Context: an optimization exercise on an open-source flow, tuned for small area, a short achievable clock period and few clock cycles. The choices shown serve that exercise and are no tape-out recipe. The RTL was checked by simulation tests, not by an equivalence proof against the original design. Power is estimated from default activity; no workload was simulated.

Setup of sierra:
Design M1, start of the top module:
module M1 (
	input logic Clock,
	input logic resetn,
	input logic [15:0] SRAM_read_data,
	input logic start,
	output logic [17:0] SRAM_address,
	output logic done,
	output logic [15:0] SRAM_write_data,
	output logic SRAM_we_n
);
localparam logic [1:0] S_IDLE = 2'd0, S_RUN = 2'd1, S_LEAD = 2'd2, S_FIN = 2'd3;
logic [1:0]  state;
logic [4:0]  ph;         
logic [7:0]  m;          
logic [2:0]  lc;         
logic        first;      
logic [15:0] y_cnt;      
logic [17:0] rgb_cnt;    
wire run  = (state == S_RUN);
wire lead = (state == S_LEAD);
wire t0 = run && ph[0];
wire t1 = run && ph[1];
wire t2 = run && ph[2];
wire t3 = run && ph[3];
wire t4 = run && ph[4];
wire last_row = (y_cnt == 16'd38399) || (y_cnt == 16'd38400);
wire wr_ok = (m != 8'd0) && !first;               
wire cr_u = (m[0] && m <= 8'd153) || (m == 8'd158 && !last_row);
wire cr_v = (!m[0] && m <= 8'd154 && !first) || (m == 8'd159 && !last_row);
logic [17:0] cr_base;
logic        cr_cin;
always_comb begin
	cr_cin = 1'b0;
	if (lead) cr_base = (lc == 3'd1) ? 18'd57601 : (lc == 3'd4) ? 18'd38402 : 18'd38401;
	else if (m == 8'd158) begin cr_base = 18'd38400; cr_cin = y_cnt[0]; end
	else if (m == 8'd159) cr_base = 18'd57600;
	else cr_base = cr_u ? 18'd38402 : 18'd57602;
end
  ...
Size in the first run: roughly 1800 cells after synthesis, roughly 340 flip-flops, roughly 55 I/O pins, ~0.022 mm^2 of cells after synthesis.
==> flow/config.mk <==
export PLATFORM = sky130hd
export DESIGN_NAME = M1
export DESIGN_NICKNAME = M1
export VERILOG_FILES = /design/flow/design.v
export SDC_FILE = /design/flow/constraint.sdc
export NUM_CORES = 4
export LEC_CHECK = 0
export CAP_MARGIN = 20
export CORE_MARGIN = 2
export CORE_UTILIZATION = 45
export PLACE_DENSITY = 0.6
export SLEW_MARGIN = 20
==> flow/constraint.sdc <==
create_clock -name core_clock -period 14.0 [get_ports {Clock}]
set_input_delay 2.8000 -clock core_clock [delete_from_list [all_inputs] [get_ports {Clock}]]
set_output_delay 2.8000 -clock core_clock [all_outputs]
set_load 0.01 [all_outputs]
standard.sh (not shown) runs the stock make flow with config.mk's settings and CLKGATE_MAP_FILE= SYNTH_SCRIPT=/design/flow/synth_recipe.tcl, a recipe that flattens the netlist after the stock synthesis.
==> flow/flow/run.sh <==
#!/bin/bash
export SETUP_SLACK_MARGIN=10.0
export CTS_CLUSTER_SIZE=20
export CTS_CLUSTER_DIAMETER=250
bash standard.sh > standard.log 2>&1
Testbench counts of sierra, summed over its fixed seeds: cycles 779,580.
Setup changes, sierra to willow
==> flow/flow/run.sh <==
#!/bin/bash
export SETUP_SLACK_MARGIN=10.0
export CTS_CLUSTER_SIZE=25
export CTS_CLUSTER_DIAMETER=300
export SYNTH_ARGS=-noabc
bash standard.sh > standard.log 2>&1
--- outcome ---
willow finished all stages; the layout is clean. Looking at setup slack across both flows, willow is the weaker of the two, with sierra ahead. Taking sierra as the reference, in willow part of the power in the clock network went up, routed length per instance went up, met1 routing resource usage after global routing went up. From sierra to willow the numbers moved as follows: minimum hold slack shows no meaningful change; non-clock buffer count shows a reduction of 3.6%; number of non-clock inverters in the layout shows a reduction of 20%; wire length on met3 shows a reduction of about 23%. Relative to sierra, the cell count after placement measured on willow has decreased by a few percent. Between sierra and willow, the final critical-path required period is higher for willow. willow ended with less total of clock buffers placed in the layout than sierra.
For nickel, these inputs were changed with respect to willow:
==> flow/flow/run.sh <==
#!/bin/bash
export SETUP_SLACK_MARGIN=10.3
export CTS_CLUSTER_SIZE=25
export CTS_CLUSTER_DIAMETER=300
bash standard.sh > standard.log 2>&1
[summary]
- Diff willow -> nickel: met3 demand-to-capacity share in global routing rose by 0.97 points; clock sink count stayed essentially flat.
- Source-to-sink clock delay at the later pin of the worst-skew pair of nickel is on par with willow.
- Comparing willow and nickel, the lower portion of total power attributed to combinational logic was measured on willow.
Setup changes, nickel to zinc
- CAP_MARGIN: 20 -> 0
- SLEW_MARGIN: 20 -> 0
-- flow/flow/run.sh --
<<< nickel, line 2
export SETUP_SLACK_MARGIN=10.3
>>> zinc, line 2
export SETUP_SLACK_MARGIN=10.0
==> run summary <==
- Going from nickel to zinc, the finished layout cell area was found to have gone down by 340 um^2.
- Between nickel and zinc, the cell count went down.
- Global-route usage: zinc vs nickel up 0.24 points
- [zinc vs nickel] leakage power: lower in zinc
- Diff zinc and nickel: post-place setup slack higher in zinc
## Diff of input files: cedar against zinc
- PLACE_DENSITY now 0.75, was 0.6
- CORE_UTILIZATION now 60, was 45
- CAP_MARGIN now 20, was 0
- SLEW_MARGIN now 20, was 0
Findings:
Status: critical path depth parity (zinc, cedar). Higher cell area after layout goes to zinc over cedar. Die extent in x (lower): cedar.

build 78:
M1 again, from the RTL that the note above started with.
## M1
module M1 (
	input logic Clock,
	input logic resetn,
	input logic [15:0] SRAM_read_data,
	input logic start,
	output logic [17:0] SRAM_address,
	output logic done,
	output logic [15:0] SRAM_write_data,
	output logic SRAM_we_n
);
export LEC_CHECK = 0
export CAP_MARGIN = 20
export CORE_MARGIN = 2
export CORE_UTILIZATION = 45
export PLACE_DENSITY = 0.6
export SLEW_MARGIN = 20
create_clock -name core_clock -period 14.0 [get_ports {Clock}]
==> flow/flow/run.sh <==
#!/bin/bash
export SETUP_SLACK_MARGIN=10.0
export CTS_CLUSTER_SIZE=30
export CTS_CLUSTER_DIAMETER=200
bash standard.sh > standard.log 2>&1
Testbench counts of build 78, summed over its fixed seeds: cycles 779,580.
Relative to build 78, the following input files were edited for build 91:
==> flow/flow/run.sh <==
#!/bin/bash
cat standard.sh > standard_sh.txt
export SETUP_SLACK_MARGIN=10.0
bash standard.sh > standard.log 2>&1
[summary]
- Build 91 vs build 78 — final worst setup slack dropped 0.032 ns.
- Maximum ir drop on the vdd rail: build 91 > build 78
- When build 91 is measured against build 78, its wire length of the first global-routing pass turns out 1500 um higher.
- Minimum clock period after layout for build 91: 0.032 ns up relative to build 78
- In the tables for build 91 and build 78, worst hold slack reads lower with build 78.
- Lower standby leakage power goes to build 78 over build 91.
- Part of the total power dissipated in the clock network is higher on build 91
- From build 78 to build 91 the numbers moved as follows: first-iteration DRC count picked up an extra 6; peak clock frequency supported by timing shrank by 0.79%; sequential cell count held steady.
Here is what was changed in the inputs of build 98 compared with build 91.
==> flow/flow/run.sh <==
#!/bin/bash
export SETUP_SLACK_MARGIN=10.0
export CTS_CLUSTER_SIZE=25
export CTS_CLUSTER_DIAMETER=300
bash standard.sh > standard.log 2>&1
--- outcome ---
In terms of logic depth of the worst setup path including buffers, build 91 and build 98 differ only marginally.
Number of levels in the clock H-tree: build 91 and build 98 compared, higher one is build 91
Build 98: clock-buffer cell count 23 below build 91
Maximum clock path buffer count of build 98 is on par with build 91.
From build 91 to build 98, synthesized netlist net count did not move at all.
Setup-violating endpoint count in the final report: build 98 vs build 91 identical
Diff build 91 -> build 98: fraction of final layout cells with drive strength greater than 1 now sits lower, portion of total power attributed to the clock network decreased 9.4 points, insertion delay to the later sink of the worst-skew pair saw a decrease, first-pass GRT wire length lower.
Fmax across build 91 and build 98: no real change.
[inputs] build 85 vs build 98
- changing PLACE_DENSITY from 0.6 to 0.7
Notes after the runs:
- | cell area | build 98 vs build 85 | ≈ equal |
- Reported for build 98 and build 85, mean post-synth cell area turned out identical to the last digit.
- Comparing build 98 with build 85, the post-placement cell area came out essentially unchanged.
- Going from build 98 to build 85, maximum frequency has increased; clock-buffer cell count has decreased.
The following lists how build 40 was set up differently from build 85:
- an added CTS_CLUSTER_DIAMETER of 300
- an added CTS_CLUSTER_SIZE of 25
- a change of PLACE_DENSITY from 0.7 to 0.6
==> flow/run.sh (new file) <==
#!/bin/bash
# synth_recipe.tcl (not shown) runs the flow's synth.tcl, then flattens the netlist and writes it again
# the make line also repeats each setting of config.mk as NAME=value (left out here)
make -C /OpenROAD-flow-scripts/flow DESIGN_CONFIG=/design/flow/config.mk WORK_HOME=/design/flow/orfs CLKGATE_MAP_FILE= SYNTH_SCRIPT=/design/flow/synth_recipe.tcl finish
removed: flow/flow/run.sh
removed: flow/standard.sh
Notes after the runs:
Compared with build 85, build 40 shows a static leakage power that is 0.45 nW lower.
Proportion of power drawn by the clock network delta for build 40 relative to build 85: 0.3 points higher
Count of non-CTS buffers in the layout came out lower on build 40 than on build 85.
Between build 40 and build 85, register-to-register slack is lower for build 40, build 85 comes in above that.
The lower final critical-path setup slack came out of build 40.
Count of clock-net buffers in the final layout was higher in build 40 than in build 85.
Utilization build 85 -> build 40: down
Overall power consumption was higher in the run labelled build 85.
Minimum clock period up 0.69 ns in build 40 wrt build 85
Build 40 finished every stage and its layout cleared the timing, DRC and antenna checks.

-- separate check: timing with driven ports --
In the flow no input, the clock included, has a driving cell. The finished layouts below were timed again as built, in two steps. Step 1 sets driving cells, clkbuf_16 on the clock port and buf_2 on the other inputs (assumed; they add their load-dependent delay and slew). Step 2 adds t to the input delays and takes it off the output delays; t is the mean of the earliest and latest rising clock arrival at the registers after step 1. Input paths then give back, and output paths get back, about the clock's delay inside the block. Slacks: ideal / step 1 / step 2; pairs: ideal / step 1.
| run | t, ns | setup WS [ns] | slew at the worst register clock pin (ns) |
|---|---|---|---|
| sierra | 0.601 | 9.900 / 9.900 / 9.548 | 0.10 / 0.10 |
| willow | 0.581 | 9.790 / 9.790 / 9.638 | 0.12 / 0.12 |
| nickel | 0.591 | 9.884 / 9.884 / 9.846 | 0.12 / 0.12 |
| zinc | 0.585 | 9.893 / 9.893 / 9.534 | 0.12 / 0.12 |
| cedar | 0.569 | 9.863 / 9.863 / 9.721 | 0.11 / 0.11 |
| build 78 | 0.571 | 9.916 / 9.916 / 9.571 | 0.13 / 0.13 |
| build 91 | 0.615 | 9.884 / 9.884 / 9.549 | 0.07 / 0.07 |
| build 98 | 0.585 | 9.893 / 9.893 / 9.534 | 0.12 / 0.12 |
| build 85 | 0.569 | 9.956 / 9.956 / 9.615 | 0.12 / 0.12 |
| build 40 | 0.580 | 9.265 / 9.265 / 9.265 | 0.12 / 0.12 |
After both steps every run listed still meets setup and hold.
